What follows belongs to an exercise in optimizing a design on an open flow for small area and a short achievable clock period; a production flow would make more cautious choices.
Function was checked by simulation only, so behaviour that the tests miss may differ from the original.
Power figures rest on the tool's default switching activity, not on a simulated workload.

Setup of v4:
Design CPU, start of the top module:
module CPU(
	input tempPCWrite, Reset, Clk, tempPCSource, tempGeneralWrite,
	input [31:0] tempID_PC,
	input [31:0] IMemData,
	output [31:0] PCtoInsMem,
	output [31:0] PCtoID,
	output [31:0] IFinstructions,
	output [31:0] IF_ID_PC,
	output [31:0] IF_ID_INSTRUCTIONS,
	input [31:0] tempWriteData,
	input [5:0] tempWriteSelect,
	output [31:0] readData1, readData2, controls,
	output signed [31:0] ID_PC,
	output PCSource,
	output [25:0] locations,
	output [31:0] SE_Imm,
	output [4:0] rs1, rs2,
	output [31:0] ID_EX_Rdata1, ID_EX_Rdata2, ID_EX_Controls,
	output [25:0] ID_EX_Locations,
	output [31:0] tempALUOut, ImmMemData, MUXA_Out, EX_MEM_ImmMemData,
	output [4:0] EX_DEST,
	output [31:0] EX_MEM_CONTROLS, EX_MEM_ALUOut,
	output [4:0] EX_MEM_DEST,
	output [31:0] MEM_MemoryOut,
	output [31:0] MEM_WB_CONTROLS, MEM_WB_ALUout, MEM_WB_MemoryOut,
	output [4:0] MEM_WB_DEST,
	output [31:0] WB_writeBackData,
	output WB_RegWrite
	);
Size in the first run: about 8100 cells after synthesis, about 2100 flip-flops, ~950 I/O pins, about 0.098 sq mm of cells after synthesis.
clock: 11.0 ns
lec_check: 0
cap_margin: 20
core_margin: 2
core_utilization: 45
setup_slack_margin: 5
slew_margin: 20
synth_hierarchical: 1
synth_minimum_keep_size: 0
tns_end_percent: 0
run.sh (not shown) runs the stock make flow with config.mk's settings and CLKGATE_MAP_FILE= SYNTH_SCRIPT=/design/flow/synth_recipe.tcl, a recipe that flattens the netlist after the stock synthesis.
What v29 does differently from v4 at the input level:
# v4
export LEC_CHECK = 0
export CAP_MARGIN = 20
export CORE_MARGIN = 2
export CORE_UTILIZATION = 45
export SETUP_SLACK_MARGIN = 5
export SLEW_MARGIN = 20
export SYNTH_HIERARCHICAL = 1
export SYNTH_MINIMUM_KEEP_SIZE = 0
export TNS_END_PERCENT = 0
create_clock -name core_clock -period 11.0 [get_ports {Clk}]
# v29
export LEC_CHECK = 0
export CAP_MARGIN = 20
export CORE_MARGIN = 2
export CORE_UTILIZATION = 45
export CTS_CLUSTER_DIAMETER = 115
export CTS_CLUSTER_SIZE = 24
export SLEW_MARGIN = 20
export SYNTH_HIERARCHICAL = 1
export SYNTH_MINIMUM_KEEP_SIZE = 0
export TNS_END_PERCENT = 0
create_clock -name core_clock -period 11.0 [get_ports {Clk}]
==> flow/flow/run.sh (new file) <==
#!/bin/bash
set -euo pipefail
bash standard.sh synth > synth.log 2>&1
bash standard.sh SETUP_SLACK_MARGIN=6.2 \
  BUFFER_PORTS_ARGS="-buffer_cell sky130_fd_sc_hd__buf_1" finish > layout.log 2>&1
==> flow/standard.sh (new file) <==
#!/bin/bash
# synth_recipe.tcl (not shown) runs the flow's synth.tcl, then flattens the netlist and writes it again
# the make line also repeats each setting of config.mk as NAME=value (left out here)
make -C /OpenROAD-flow-scripts/flow DESIGN_CONFIG=/design/flow/config.mk WORK_HOME=/design/flow/orfs CLKGATE_MAP_FILE= SYNTH_SCRIPT=/design/flow/synth_recipe.tcl "${@:-finish}"
removed: flow/run.sh
==> summary.txt <==
- Re maximum frequency: v4 was lower than v29.
- Diff v4 -> v29 | total CTS buffers | decrease of 118
- On v29: detailed placement HPWL is 6400 um lower than what v4 gave.
- On routed wire length: between v4 and v29, it ends up higher for v29.
- On combinational fraction of design power, the lower figure sits with v4, not v29.
- Min total length of routed met2 wires across v4 and v29: v29
- The core of v29 is less densely filled than that of v4.
- v29 leaves more setup margin than v4.
- The global-route usage over all layers number comes out higher for v29 vs v4.
- In the metrics for v4 and v29, the one carrying the lower ratio of final minimum period to clock period is v29.
- Total power in v29 is 17% below v4.
### v29 -> v1
# v29
export LEC_CHECK = 0
export CAP_MARGIN = 20
export CORE_MARGIN = 2
export CORE_UTILIZATION = 45
export CTS_CLUSTER_DIAMETER = 115
export CTS_CLUSTER_SIZE = 24
export SLEW_MARGIN = 20
export SYNTH_HIERARCHICAL = 1
export SYNTH_MINIMUM_KEEP_SIZE = 0
export TNS_END_PERCENT = 0
create_clock -name core_clock -period 11.0 [get_ports {Clk}]
# v1
export LEC_CHECK = 0
export CAP_MARGIN = 20
export CORE_MARGIN = 2
export CORE_UTILIZATION = 45
export SLEW_MARGIN = 20
export SYNTH_HIERARCHICAL = 1
export SYNTH_MINIMUM_KEEP_SIZE = 0
export TNS_END_PERCENT = 0
create_clock -name core_clock -period 11.0 [get_ports {Clk}]
Results
| final clock skew | higher: v29 |
Fmax: v1 > v29
met3 wirelength from detailed routing is lower on v29

static timing again, ports no longer ideal:
The flow's constraints put no driver on any port. The routed layouts listed below were extracted and timed again, unchanged, in two steps.
Step 1 assumes that a clkbuf_16 drives the clock port and a buf_2 every other input.
Step 2 adds t to the input delays and takes it off the output delays; t is the mean of the earliest and latest rising clock arrival at the registers after step 1. Input paths then give back, and output paths get back, about the clock's delay inside the block.
a / b / c = ideal ports / drivers / drivers and shift; a / b = the first two.
| run | t, ns | slack for setup (ns) | hold WS [ns] | worst data-port slew with drivers (ns) |
|---|---|---|---|---|
| v4 | 0.984 | 4.661 / 4.660 / 3.757 | 0.486 / 0.486 / 0.486 | 0.05 |
| v29 | 0.912 | 5.668 / 5.743 / 4.831 | 0.494 / 0.494 / 0.494 | 0.17 |
| v1 | 0.988 | 5.686 / 5.713 / 4.748 | 0.486 / 0.486 / 0.486 | 0.17 |
After both steps every run listed still meets setup and hold. For v1, which loses most, drivers alone change the setup slack by +0.027 ns; drivers and shift together by -0.938 ns.
